Background: an optimization exercise with open tools, aiming at small area. Do not read the settings as production practice. No functional check of the RTL was part of any run shown here. Power is estimated from default activity; no workload was simulated.

`design/flow/run.sh`:
```
#!/bin/bash
# synth_recipe.tcl (not shown) runs the flow's synth.tcl, then flattens the netlist and writes it again
# the make line also repeats each setting of config.mk as NAME=value (left out here)
make -C /OpenROAD-flow-scripts/flow DESIGN_CONFIG=/design/flow/config.mk WORK_HOME=/design/flow/orfs CLKGATE_MAP_FILE= SYNTH_SCRIPT=/design/flow/synth_recipe.tcl finish
```
`design/flow/config.mk`:
```
export PLATFORM = sky130hd
export DESIGN_NAME = fu_add_and_eq_gt_gtu_ior_shl_shr_shru_sub_sxhw_sxqw_xor_32b_always_1
export DESIGN_NICKNAME = fu_add_and_eq_gt_gtu_ior_shl_shr_shru_sub_sxhw_sxqw_xor_32b_always_1
export VERILOG_FILES = /design/flow/design.v
export SDC_FILE = /design/flow/constraint.sdc
export NUM_CORES = 4
export LEC_CHECK = 0
export CAP_MARGIN = 20
export CORE_MARGIN = 2
export CORE_UTILIZATION = 40
export SLEW_MARGIN = 20
```
`design/flow/constraint.sdc`:
```
create_clock -name core_clock -period 6.5 [get_ports {clk}]
set_input_delay 1.3000 -clock core_clock [delete_from_list [all_inputs] [get_ports {clk}]]
set_output_delay 1.3000 -clock core_clock [all_outputs]
set_load 0.01 [all_outputs]
```
`design/flow/design.v`:
```
module fu_add_and_eq_gt_gtu_ior_shl_shr_shru_sub_sxhw_sxqw_xor_32b_always_1(input clk, input reset,
    input [31:0] io_t1data,
    input [3:0] io_t1opcode,
    input  io_t1load,
    input [31:0] io_o1data,
    input  io_o1load,
    output[31:0] io_r1data,
    input  io_glock
);
  reg [31:0] t1reg;
  reg [31:0] o1reg;
  reg [3:0]  opc1reg;
  wire t1_en = io_t1load & ~io_glock;
  wire o1_en = io_o1load & ~io_glock;
  always @(posedge clk or negedge reset) begin
    if (!reset) begin
      t1reg <= 32'h0;
      opc1reg <= 4'h0;
    end else if (t1_en) begin
      t1reg <= io_t1data;
      opc1reg <= io_t1opcode;
    end
  end
  always @(posedge clk or negedge reset) begin
    if (!reset) o1reg <= 32'h0;
    else if (o1_en) o1reg <= io_o1data;
  end
  wire [31:0] a = t1reg;
  wire [31:0] b = o1reg;
  wire [3:0] op = opc1reg;
  wire inv = (op == 4'd9) | (op == 4'd3) | (op == 4'd4);
  wire cin = (op == 4'd9);
  wire [31:0] bx = b ^ {32{inv}};
  wire [31:0] p = a ^ bx;
  wire [31:0] g = a & bx;
  wire [32:0] c;    
  assign c[0] = cin;
  wire [31:0] G0, P0;
  assign G0[0] = g[0] | (p[0] & cin);
  assign P0[0] = 1'b0;
  assign G0[1] = g[1]; assign P0[1] = p[1];
  assign G0[2] = g[2]; assign P0[2] = p[2];
  assign G0[3] = g[3]; assign P0[3] = p[3];
  assign G0[4] = g[4]; assign P0[4] = p[4];
  assign G0[5] = g[5]; assign P0[5] = p[5];
  assign G0[6] = g[6]; assign P0[6] = p[6];
  assign G0[7] = g[7]; assign P0[7] = p[7];
  assign G0[8] = g[8]; assign P0[8] = p[8];
  assign G0[9] = g[9]; assign P0[9] = p[9];
  assign G0[10] = g[10]; assign P0[10] = p[10];
  assign G0[11] = g[11]; assign P0[11] = p[11];
  assign G0[12] = g[12]; assign P0[12] = p[12];
  assign G0[13] = g[13]; assign P0[13] = p[13];
  assign G0[14] = g[14]; assign P0[14] = p[14];
  assign G0[15] = g[15]; assign P0[15] = p[15];
  assign G0[16] = g[16]; assign P0[16] = p[16];
  assign G0[17] = g[17]; assign P0[17] = p[17];
  assign G0[18] = g[18]; assign P0[18] = p[18];
  assign G0[19] = g[19]; assign P0[19] = p[19];
  assign G0[20] = g[20]; assign P0[20] = p[20];
  assign G0[21] = g[21]; assign P0[21] = p[21];
  assign G0[22] = g[22]; assign P0[22] = p[22];
  assign G0[23] = g[23]; assign P0[23] = p[23];
  assign G0[24] = g[24]; assign P0[24] = p[24];
  assign G0[25] = g[25]; assign P0[25] = p[25];
  assign G0[26] = g[26]; assign P0[26] = p[26];
  assign G0[27] = g[27]; assign P0[27] = p[27];
  assign G0[28] = g[28]; assign P0[28] = p[28];
  assign G0[29] = g[29]; assign P0[29] = p[29];
  assign G0[30] = g[30]; assign P0[30] = p[30];
  assign G0[31] = g[31]; assign P0[31] = p[31];
  wire n1g = G0[1] | (P0[1] & G0[0]);
  wire n1p = P0[1] & P0[0];
  wire n2g = G0[3] | (P0[3] & G0[2]);
  wire n2p = P0[3] & P0[2];
  wire n3g = G0[5] | (P0[5] & G0[4]);
  wire n3p = P0[5] & P0[4];
  wire n4g = G0[7] | (P0[7] & G0[6]);
  wire n4p = P0[7] & P0[6];
  wire n5g = G0[9] | (P0[9] & G0[8]);
  wire n5p = P0[9] & P0[8];
  wire n6g = G0[11] | (P0[11] & G0[10]);
  wire n6p = P0[11] & P0[10];
  wire n7g = G0[13] | (P0[13] & G0[12]);
  wire n7p = P0[13] & P0[12];
  wire n8g = G0[15] | (P0[15] & G0[14]);
  wire n8p = P0[15] & P0[14];
  wire n9g = G0[17] | (P0[17] & G0[16]);
  wire n9p = P0[17] & P0[16];
  wire n10g = G0[19] | (P0[19] & G0[18]);
  wire n10p = P0[19] & P0[18];
  wire n11g = G0[21] | (P0[21] & G0[20]);
  wire n11p = P0[21] & P0[20];
  wire n12g = G0[23] | (P0[23] & G0[22]);
  wire n12p = P0[23] & P0[22];
  wire n13g = G0[25] | (P0[25] & G0[24]);
  wire n13p = P0[25] & P0[24];
  wire n14g = G0[27] | (P0[27] & G0[26]);
  wire n14p = P0[27] & P0[26];
  wire n15g = G0[29] | (P0[29] & G0[28]);
  wire n15p = P0[29] & P0[28];
  wire n16g = G0[31] | (P0[31] & G0[30]);
  wire n16p = P0[31] & P0[30];
  wire n17g = G0[2] | (P0[2] & n1g);
  wire n17p = P0[2] & n1p;
  wire n18g = n2g | (n2p & n1g);
  wire n18p = n2p & n1p;
  wire n19g = G0[6] | (P0[6] & n3g);
  wire n19p = P0[6] & n3p;
  wire n20g = n4g | (n4p & n3g);
  wire n20p = n4p & n3p;
  wire n21g = G0[10] | (P0[10] & n5g);
  wire n21p = P0[10] & n5p;
  wire n22g = n6g | (n6p & n5g);
  wire n22p = n6p & n5p;
  wire n23g = G0[14] | (P0[14] & n7g);
  wire n23p = P0[14] & n7p;
  wire n24g = n8g | (n8p & n7g);
  wire n24p = n8p & n7p;
  wire n25g = G0[18] | (P0[18] & n9g);
  wire n25p = P0[18] & n9p;
  wire n26g = n10g | (n10p & n9g);
  wire n26p = n10p & n9p;
  wire n27g = G0[22] | (P0[22] & n11g);
  wire n27p = P0[22] & n11p;
  wire n28g = n12g | (n12p & n11g);
  wire n28p = n12p & n11p;
  wire n29g = G0[26] | (P0[26] & n13g);
  wire n29p = P0[26] & n13p;
  wire n30g = n14g | (n14p & n13g);
  wire n30p = n14p & n13p;
  wire n31g = G0[30] | (P0[30] & n15g);
  wire n31p = P0[30] & n15p;
  wire n32g = n16g | (n16p & n15g);
  wire n32p = n16p & n15p;
  wire n33g = G0[4] | (P0[4] & n18g);
  wire n33p = P0[4] & n18p;
  wire n34g = n3g | (n3p & n18g);
  wire n34p = n3p & n18p;
  wire n35g = n19g | (n19p & n18g);
  wire n35p = n19p & n18p;
  wire n36g = n20g | (n20p & n18g);
  wire n36p = n20p & n18p;
  wire n37g = G0[12] | (P0[12] & n22g);
  wire n37p = P0[12] & n22p;
  wire n38g = n7g | (n7p & n22g);
  wire n38p = n7p & n22p;
  wire n39g = n23g | (n23p & n22g);
  wire n39p = n23p & n22p;
  wire n40g = n24g | (n24p & n22g);
  wire n40p = n24p & n22p;
  wire n41g = G0[20] | (P0[20] & n26g);
  wire n41p = P0[20] & n26p;
  wire n42g = n11g | (n11p & n26g);
  wire n42p = n11p & n26p;
  wire n43g = n27g | (n27p & n26g);
  wire n43p = n27p & n26p;
  wire n44g = n28g | (n28p & n26g);
  wire n44p = n28p & n26p;
  wire n45g = G0[28] | (P0[28] & n30g);
  wire n45p = P0[28] & n30p;
  wire n46g = n15g | (n15p & n30g);
  wire n46p = n15p & n30p;
  wire n47g = n31g | (n31p & n30g);
  wire n47p = n31p & n30p;
  wire n48g = n32g | (n32p & n30g);
  wire n48p = n32p & n30p;
  wire n49g = G0[8] | (P0[8] & n36g);
  wire n49p = P0[8] & n36p;
  wire n50g = n5g | (n5p & n36g);
  wire n50p = n5p & n36p;
  wire n51g = n21g | (n21p & n36g);
  wire n51p = n21p & n36p;
  wire n52g = n22g | (n22p & n36g);
  wire n52p = n22p & n36p;
  wire n53g = n37g | (n37p & n36g);
  wire n53p = n37p & n36p;
  wire n54g = n38g | (n38p & n36g);
  wire n54p = n38p & n36p;
  wire n55g = n39g | (n39p & n36g);
  wire n55p = n39p & n36p;
  wire n56g = n40g | (n40p & n36g);
  wire n56p = n40p & n36p;
  wire n57g = G0[24] | (P0[24] & n44g);
  wire n57p = P0[24] & n44p;
  wire n58g = n13g | (n13p & n44g);
  wire n58p = n13p & n44p;
  wire n59g = n29g | (n29p & n44g);
  wire n59p = n29p & n44p;
  wire n60g = n30g | (n30p & n44g);
  wire n60p = n30p & n44p;
  wire n61g = n45g | (n45p & n44g);
  wire n61p = n45p & n44p;
  wire n62g = n46g | (n46p & n44g);
  wire n62p = n46p & n44p;
  wire n63g = n47g | (n47p & n44g);
  wire n63p = n47p & n44p;
  wire n64g = n48g | (n48p & n44g);
  wire n64p = n48p & n44p;
  wire n65g = G0[16] | (P0[16] & n56g);
  wire n65p = P0[16] & n56p;
  wire n66g = n9g | (n9p & n56g);
  wire n66p = n9p & n56p;
  wire n67g = n25g | (n25p & n56g);
  wire n67p = n25p & n56p;
  wire n68g = n26g | (n26p & n56g);
  wire n68p = n26p & n56p;
  wire n69g = n41g | (n41p & n56g);
  wire n69p = n41p & n56p;
  wire n70g = n42g | (n42p & n56g);
  wire n70p = n42p & n56p;
  wire n71g = n43g | (n43p & n56g);
  wire n71p = n43p & n56p;
  wire n72g = n44g | (n44p & n56g);
  wire n72p = n44p & n56p;
  wire n73g = n57g | (n57p & n56g);
  wire n73p = n57p & n56p;
  wire n74g = n58g | (n58p & n56g);
  wire n74p = n58p & n56p;
  wire n75g = n59g | (n59p & n56g);
  wire n75p = n59p & n56p;
  wire n76g = n60g | (n60p & n56g);
  wire n76p = n60p & n56p;
  wire n77g = n61g | (n61p & n56g);
  wire n77p = n61p & n56p;
  wire n78g = n62g | (n62p & n56g);
  wire n78p = n62p & n56p;
  wire n79g = n63g | (n63p & n56g);
  wire n79p = n63p & n56p;
  wire n80g = n64g | (n64p & n56g);
  wire n80p = n64p & n56p;
  assign c[1] = G0[0];
  assign c[2] = n1g;
  assign c[3] = n17g;
  assign c[4] = n18g;
  assign c[5] = n33g;
  assign c[6] = n34g;
  assign c[7] = n35g;
  assign c[8] = n36g;
  assign c[9] = n49g;
  assign c[10] = n50g;
  assign c[11] = n51g;
  assign c[12] = n52g;
  assign c[13] = n53g;
  assign c[14] = n54g;
  assign c[15] = n55g;
  assign c[16] = n56g;
  assign c[17] = n65g;
  assign c[18] = n66g;
  assign c[19] = n67g;
  assign c[20] = n68g;
  assign c[21] = n69g;
  assign c[22] = n70g;
  assign c[23] = n71g;
  assign c[24] = n72g;
  assign c[25] = n73g;
  assign c[26] = n74g;
  assign c[27] = n75g;
  assign c[28] = n76g;
  assign c[29] = n77g;
  assign c[30] = n78g;
  assign c[31] = n79g;
  assign c[32] = n80g;
  wire [31:0] sum = p ^ c[31:0];
  wire gtu = c[32];
  wire gt = (a[31] ^ b[31]) ? b[31] : gtu;
  wire eq = ~|(a ^ b);
  wire shl = (op == 4'd6);
  wire fill = (op == 4'd7) & a[31];
  wire [31:0] arev, srev, sr;
  wire [31:0] s0 = shl ? arev : a;
  wire [31:0] s1 = b[0] ? {fill, s0[31:1]} : s0;
  wire [31:0] s2 = b[1] ? {{2{fill}}, s1[31:2]} : s1;
  wire [31:0] s3 = b[2] ? {{4{fill}}, s2[31:4]} : s2;
  wire [31:0] s4 = b[3] ? {{8{fill}}, s3[31:8]} : s3;
  assign sr = b[4] ? {{16{fill}}, s4[31:16]} : s4;
  genvar i;
  generate for (i = 0; i < 32; i = i + 1) begin : rv
    assign arev[i] = a[31 - i];
    assign srev[i] = sr[31 - i];
  end endgenerate
  reg [31:0] r;
  always @(*) begin
    case (op)
      4'd0, 4'd9: r = sum;
      4'd1: r = a & b;
      4'd2: r = {31'h0, eq};
      4'd3: r = {31'h0, gt};
      4'd4: r = {31'h0, gtu};
      4'd5: r = a | b;
      4'd6: r = srev;
      4'd7, 4'd8: r = sr;
      4'd10: r = {{16{a[15]}}, a[15:0]};
      4'd11: r = {{24{a[7]}}, a[7:0]};
      default: r = a ^ b;
    endcase
  end
  assign io_r1data = r;
endmodule
```
==> qor.yml, run 1 <==
outcome:
  status: "timing/DRC/antenna clean"
placed_design:
  dp_cells: 1423
  dp_hpwl_mm: 26.05
  place_congestion: 0.9989
  dpl_cell_area_um2: 10160
  port_buffers: 104
detailed_routing:
  wl_mm: 34.07
  drt_pass1_iterations: 5
  num_vias: 8771
  drtAntennaViolNets: 0
  wl_per_cell_um: 23.67
  wl_met2_mm: 15.91
  wl_met3_mm: 2.174
  vias_per_cell: 6.095
  top_layer: "met4"
  drc: 0
  wl_met1_mm: 15.09
  first_iter_violations: 802
finish:
  num_antenna_cells: 0
  nNetsFinal: 1327
  stdcell_count: 1439
  final_layout_size_suffix_gt1_share_pct: 9.836
  syn_to_final_growth_pct: 19.78
  stdcell_area_um2: 10460
sta:
  finalMaxSlewViolations: 0
  fin_skew_ns: 0
  setup-violations-final: 0
  fin_crit_sh_pct: 94.56
  worstMarginPinSlew_ns: 1.198
  rsz0062_at_grt: "false"
  timing.fmax_mhz: 162.7
  worst_hold_slack_ns: 0.6132
  setup_tns_ns: 0
  finalHoldViolCount: 0
  post-route-min-period_ns: 6.147
  relSlewSlack_pct: 19.27
synth:
  synth-main-ff-cell: "dfrtp_1"
  synth_area_leaders: "dfrtp_1 (19%), ha_1 (13%), mux4_2 (9.3%), nand2_1 (5.8%), o21ai_0 (5.2%)"
  yosysTopAreaCell: "dfrtp_1"
  ys_seq_area_share_pct: 19.50
  synth-seq-cells: 68
  syn_nets: 1247
  yosysTopAreaCellShare_pct: 19.50
  ys.warnings.count: 1
  syn_area_per_cell_um2: 8.127
  synth_edf_count: 0
  yosys.cell_count.top_type: "nand2_1"
  synth_common_cells: "nand2_1 (136), ha_1 (94), o21ai_0 (90), nor2_1 (87), a21oi_1 (69)"
  syn_inst: 1074
  synth_area_um2: 8728
  async_flop_share_pct: 100.0
  synth_cell_type_count: 73
floorplanning:
  die_area_um2: 23020
  core_um2: 21620
  ioPinCount: 105
  row_count: 54
  die_w_um: 151.7
  dieHeight_um: 151.7
  start_util_pct: 40.37
cts:
  clkTransAtPathRegs_ns: 0.07
  clk_latency_ns: 0.35
  cts_tree: "done"
  h-tree-depth: 3
  hold_buffers: 0
  cts.sinks: 68
  cts_buffers: 9
  cts_buffer_depth: 2
  cts.root.buffer_cell: "clkbuf_16"
worst_setup_path:
  setup.worst_path.class: "reg -> out"
  critPathBufInv: 3
  max_stage_delay_ns: 0.58
  crit_cells: 17
  crit_arrival_ns: 4.85
  cp_max_fo: 14
  worstSetupStartpointType: "register"
  crit_family: "compound AO/OA/AOI/OAI gates"
  required_ns: 5.20
  cp_cell_sequence: "nor2_2, a21oi_1, o21a_2, xnor2_1, fa_1, inv_1, fa_1, a211oi_1, o21ai_2, o311ai_1, buf_4, a211oi_4, o2111ai_2, o211ai_1, a31oi_1, o32ai_1, clkdlybuf4s50_1"
  cp_common_cell: "fa_1"
  critPathSlowestCell: "clkdlybuf4s50_1"
  endpoint_kind: "primary output"
  reg2regPathDepth: 4
power:
  p_int_w: 0.001575
  power.leakage_nw: 4.444
  p_switching_w: 0.001426
  pwr-share-clk_pct: 16.0
  power_per_cell_area_nw_per_um2: 287.0
  swShare_pct: 47.52
  pwr-share-comb_pct: 64.5
  power_frac_seq_pct: 19.5
  irDropWorstVdd_mv: 0.1344
hold_path:
  whs_path_depth: 2
  hp-class: "reg -> reg"
global_route:
  grt_pass1_vias: 8331
  grt.total_usage_pct: 29.95
  grt_first_pass_wirelength_mm: 51.09
  antenna_found_initial: 1
  grt_max_degree: 69
  overflow: 0
job:
  maxCapViolCount: 0
==> layout make-up <==
| type | count | area (µm²) |
|---|---|---|
| clock buffer | 10 | 229.0 |
| clock inverter | 6 | 41.29 |
| sequential | 68 | 1703 |
| fill | 2164 | 11170 |
| timing repair buffer | 144 | 1349 |
| inverter | 72 | 270.3 |
| multi-input combinational | 859 | 6513 |
| tap | 280 | 350.3 |
==> flip-flops by register name, summed over array words and instances, names as in the netlist <==
name	count
t1reg	32
opc1reg	4
o1reg	32
==> tightest hold or removal path, stage by stage, from the launching register on <==
cell and delay (ns):
dfrtp_1 0.41, inv_1 0.08, o21ai_0 0.08
==> path summary, 6_finish.rpt <==
kind / startpoint / endpoint / slack, ns
setup / recovery: opc1reg[0] / io_r1data[0] / 0.35
hold / removal: o1reg[13] / o1reg[13] / 0.61
setup reg to reg: o1reg[2] / o1reg[2] / 5.02
hold reg to reg: o1reg[13] / o1reg[13] / 0.61
max in group asynchronous: reset / opc1reg[0] / 4.69
min in group asynchronous: reset / t1reg[9] / 1.16
==> what timing repair did <==
item	in CTS	in global routing
endpoints found under the setup margin	5	9
pin swaps	1	1
setup buffers	0	0
resized for setup	2	5
endpoints found under the hold margin	0	0
==> kinds of logic (layout without fill, tap and decap cells) <==
family / after synthesis / in the layout / share of synthesized area, %
AO/OA/AOI/OAI: 339 / 339 / 25.30
AND/OR/NAND/NOR: 294 / 294 / 14.75
buffers and inverters: 147 / 232 / 6.594
adder cells (fa/ha/maj): 100 / 100 / 14.85
multiplexers: 78 / 78 / 14.19
flip-flops: 68 / 68 / 19.50
XOR/XNOR: 48 / 48 / 4.817
==> cell usage in the layout, fill, tap and decap left out, drive strengths merged, types with 8 or more instances in the layout <==
master / n
clkbuf: 10
o21ai: 97
nor2b: 10
o221ai: 17
nand3: 8
dfrtp: 68
a31oi: 14
o211ai: 20
clkdlybuf4s50: 103
nor3: 10
mux2i: 36
inv: 70
buf: 41
a21o: 11
o21a: 8
nor2: 87
o22ai: 17
o22a: 10
ha: 94
a21oi: 69
a221oi: 13
nand2: 136
xor2: 8
xnor2: 40
a211oi: 17
nor4: 8
mux4: 36
==> stage by stage <==
| step | power (W) | util (%) | worst slack [ns] |
|---|---|---|---|
| finish | 0.003001 | 48.36 | 0.3533 |
| global route | 0.003191 | 48.36 | 0.06420 |
| CTS | 0.002981 | 48.28 | 0.06900 |
| detailed placement | 0.002481 | 46.99 | 0.1727 |
| global placement | 0.002493 | 46.99 | 0.2976 |
| floorplan | 0.001773 | - | 0.5554 |
==> power by group through the flow <==
stage                     clock [W]  sequential, W  combinational (W)
final                      0.000481       0.000584            0.00194
after global routing       0.000505       0.000592            0.00209
after CTS                  0.000489       0.000582            0.00191
after detailed placement          0       0.000589            0.00189
after global placement            0       0.000587            0.00191
after floorplan                   0       0.000544            0.00123
==> per-layer routing <==
metal	global-route usage, %	vias up
met5	0	-
met4	9.028	0
met3	4.311	54
met2	48.96	331
met1	41.09	4280
li1	-	4106
==> inputs of run 2 (changes only) <==
==> design/flow/flow/run.sh (new file) <==
#!/bin/bash
# Standard ORFS layout, but the port buffers are the smallest buffer (buf_1)
# instead of the resizer's default choice.
set -euo pipefail
export BUFFER_PORTS_ARGS="-buffer_cell sky130_fd_sc_hd__buf_1"
bash standard.sh finish > make_finish.log 2>&1
==> design/flow/standard.sh (new file) <==
#!/bin/bash
# synth_recipe.tcl (not shown) runs the flow's synth.tcl, then flattens the netlist and writes it again
# the make line also repeats each setting of config.mk as NAME=value (left out here)
make -C /OpenROAD-flow-scripts/flow DESIGN_CONFIG=/design/flow/config.mk WORK_HOME=/design/flow/orfs CLKGATE_MAP_FILE= SYNTH_SCRIPT=/design/flow/synth_recipe.tcl "${@:-finish}"
removed: design/flow/run.sh
==> run 2 against run 1 <==
Net effect:
- highest routed layer unchanged
- design area shrank 6.4%
- clock power rose by 14%
- combinational power down 8%
- still clean
==> qor.yml, run 2 <==
cts:
  h-tree-depth: 3  # unchanged
  cts_tree: "done"
  hold_buffers: 0  # unchanged
  cts_buffers: 9  # unchanged
  cts.sinks: 68  # unchanged
  clkTransAtPathRegs_ns: 0.06  # about the same
  cts_buffer_depth: 2  # unchanged
  cts.root.buffer_cell: "clkbuf_16"
  clk_latency_ns: 0.35  # about the same
synth:
  ys.warnings.count: 1  # unchanged
  ys_seq_area_share_pct: 19.50  # unchanged
  synth-main-ff-cell: "dfrtp_1"
  syn_inst: 1074  # unchanged
  yosysTopAreaCell: "dfrtp_1"
  synth-seq-cells: 68  # unchanged
  syn_nets: 1247  # unchanged
  synth_common_cells: "nand2_1 (136), ha_1 (94), o21ai_0 (90), nor2_1 (87), a21oi_1 (69)"
  synth_edf_count: 0  # unchanged
  syn_area_per_cell_um2: 8.127  # unchanged
  synth_area_leaders: "dfrtp_1 (19%), ha_1 (13%), mux4_2 (9.3%), nand2_1 (5.8%), o21ai_0 (5.2%)"
  synth_area_um2: 8728  # unchanged
  synth_cell_type_count: 73  # unchanged
  async_flop_share_pct: 100.0  # unchanged
  yosys.cell_count.top_type: "nand2_1"
  yosysTopAreaCellShare_pct: 19.50  # unchanged
finish:
  fillCellCount: 2238  # +3.4%
  nNetsFinal: 1322  # -0.38%
  stdcell_area_um2: 9787  # -6.4%
  layout_common_cells: "nand2_1 (136), buf_1 (103), ha_1 (94)"
  num_antenna_cells: 0  # unchanged
  final_layout_size_suffix_gt1_share_pct: 9.201  # -0.63 points
  syn_to_final_growth_pct: 12.13
  final_common_cell: "nand2_1"
  largestRegisters: "o1reg (32), t1reg (32), opc1reg (4)"
worst_setup_path:
  setup.worst_path.class: "reg -> out"
  required_ns: 5.20  # about the same
  cp_cell_sequence: "nor2b_2, nand2_1, o21a_2, xnor2_1, fa_1, inv_1, fa_1, a211oi_1, o21ai_1, o311ai_1, buf_4, a211oi_2, o2111ai_1, o211ai_1, a31oi_1, o32ai_1, buf_1"
  critPathBufInv: 3  # unchanged
  crit_arrival_ns: 4.80  # -0.05 ns
  cp_max_fo: 14  # unchanged
  worstSetupStartpointType: "register"
  endpoint_kind: "primary output"
  max_stage_delay_ns: 0.52  # -0.06 ns
  critPathSlowestCell: "dfrtp_2"
  cp_common_cell: "fa_1"
  crit_family: "compound AO/OA/AOI/OAI gates"
power:
  irDropWorstVdd_mv: 0.1327  # -1.2%
  power_per_cell_area_nw_per_um2: 298.5  # +4.0%
  swShare_pct: 48.12  # +0.60 points
  pwr-share-clk_pct: 18.8  # +2.8 points
  power.total_w: 0.002921  # -2.6%
  power_frac_seq_pct: 20.0  # +0.5 points
  pwr-share-comb_pct: 61.3  # -3.2 points
  p_int_w: 0.001516  # -3.7%
  p_switching_w: 0.001406  # -1.4%
  power.leakage_nw: 4.170  # -6.2%
sta:
  relSlewSlack_pct: 38.68  # +19 points
  worstMarginPinSlew_ns: 0.9102  # -0.2880 ns
  worst_hold_slack_ns: 0.6122  # -0.0009310 ns
  setup-violations-final: 0  # unchanged
  finalMaxSlewViolations: 0  # unchanged
  fin_crit_sh_pct: 93.84  # -0.73 points
  post-route-min-period_ns: 6.100  # -0.04716 ns
  fin_skew_ns: 0  # unchanged
  setup_tns_ns: 0  # unchanged
  rsz0062_at_grt: "false"
  finalHoldViolCount: 0  # unchanged
  timing.fmax_mhz: 163.9  # +0.77%
placed_design:
  port_buffers: 104  # unchanged
  dpl_cell_area_um2: 9464  # -6.8%
  dp_hpwl_mm: 24.94  # -4.3%
  place_congestion: 1.046  # +4.7%
global_route:
  antenna_found_initial: 0  # -1
  overflow: 0  # unchanged
  grt_first_pass_wirelength_mm: 50.94  # -0.30%
  grt_max_degree: 70  # +1.4%
  grt.total_usage_pct: 29.57  # -0.38 points
  grt_pass1_vias: 8467  # +1.6%
floorplanning:
  start_util_pct: 40.37  # unchanged
  ioPinCount: 105  # unchanged
  die_area_um2: 23020  # unchanged
  die_w_um: 151.7  # unchanged
  dieHeight_um: 151.7  # unchanged
  core_um2: 21620  # unchanged
  row_count: 54  # unchanged
detailed_routing:
  drc: 0  # unchanged
  drtAntennaViolNets: 0  # unchanged
  drt_pass1_iterations: 6  # +1
  first_iter_violations: 942  # +17%
  wl_mm: 33.49  # -1.7%
  vias_per_cell: 6.230  # +2.2%
  wl_per_cell_um: 23.39  # -1.2%
  num_vias: 8922  # +1.7%
outcome:
  status: "timing/DRC/antenna clean"
hold_path:
  hp-class: "reg -> reg"
job:
  maxCapViolCount: 0  # unchanged
[run 2: cell counts after synthesis]
Identical to the previous run, type by type.
[run 2: worst reg2reg max path: cells and delay by family (launching register included)]
| kind | cells | cell delay, ns |
|---|---|---|
| compound gates | 1 | 0.19 |
| buf+inv | 3 | 0.72 |
| flops | 1 | 0.42 |
[run 2: cell type report]
cell class / instances / area [µm²] / area share (%)
Multi-Input combinational cell: 859 / 6495 / 66.36
Inverter: 72 / 270.3 / 2.761
Clock inverter: 1 / 30.03 / 0.3068
Timing Repair Buffer: 139 / 658.1 / 6.725
Clock buffer: 13 / 280.3 / 2.864
Sequential cell: 68 / 1703 / 17.40
Tap cell: 280 / 350.3 / 3.580
[run 2: stage by stage]
step	setup WS (ns)	util [%]	instances
after floorplan	0.5554	-	1074
after global placement	0.5225	43.77	1418
after detailed placement	0.4124	43.77	1418
after CTS	0.007845	45.21	1432
after global routing	0.05683	45.27	1432
final	0.4005	45.27	1432
[run 2: worst paths after layout]
| path | start | end | slack [ns] | cells after the start |
|---|---|---|---|---|
| worst max-delay path | opc1reg[0] | io_r1data[0] | 0.40 | 17 |
| worst min-delay path | o1reg[11] | o1reg[11] | 0.61 | 2 |
| worst max register to register | o1reg[2] | o1reg[2] | 5.02 | 4 |
| worst min register to register | o1reg[11] | o1reg[11] | 0.61 | 2 |
| max in group asynchronous | reset | opc1reg[0] | 4.70 | 2 |
| min in group asynchronous | reset | o1reg[11] | 1.17 | 2 |
[run 2: power groups by stage]
stage / Combinational (W) / Clock (W) / Sequential [W]
finish: 0.00179 / 0.000548 / 0.000584
global route: 0.00195 / 0.000566 / 0.000592
CTS: 0.00176 / 0.000553 / 0.000581
detailed placement: 0.00174 / 0 / 0.000588
global placement: 0.00174 / 0 / 0.000586
floorplan: 0.00123 / 0 / 0.000544
[run 2: what timing repair did]
action,in CTS,in global routing
setup endpoints to repair,0,9
buffers inserted,0,0
resized for setup,0,4
[run 2: kinds of logic after synthesis]
family,share of synthesized area [%]
compound gates,25.30
simple gates,14.75
buf+inv,6.594
fa+ha+maj,14.85
mux,14.19
flops,19.50
xor+xnor,4.817
[run 2: per-layer routing]
| layer | wire length (µm) | track usage (%) | vias up |
|---|---|---|---|
| li1 | - | - | 4090 |
| met1 | 14060 | 40.03 | 4245 |
| met2 | 15290 | 47.25 | 505 |
| met3 | 2810 | 4.850 | 82 |
| met4 | 1336 | 11.48 | 0 |
| met5 | 0 | 0 | - |

-- separate check: timing with driven ports --
The flow's constraints put no driver on any port. The routed layouts listed below were extracted and timed again, unchanged, in two steps.
Step 1, drivers: a clkbuf_16 drives clk and a buf_2 each remaining input, both assumed.
Step 2 adds t to the input delays and takes it off the output delays; t is the mean of the earliest and latest rising clock arrival at the registers after step 1. Input paths then give back, and output paths get back, about the clock's delay inside the block.
a / b / c = no drivers / after step 1 / after step 2; a / b = the first two.
run | t (ns) | setup slack, ns | worst setup path after step 2
run 1 | 0.399 | 0.353 / 0.305 / 0.704 | register to output
run 2 | 0.399 | 0.400 / 0.354 / 0.752 | register to output
After both steps every run listed still meets setup and hold.
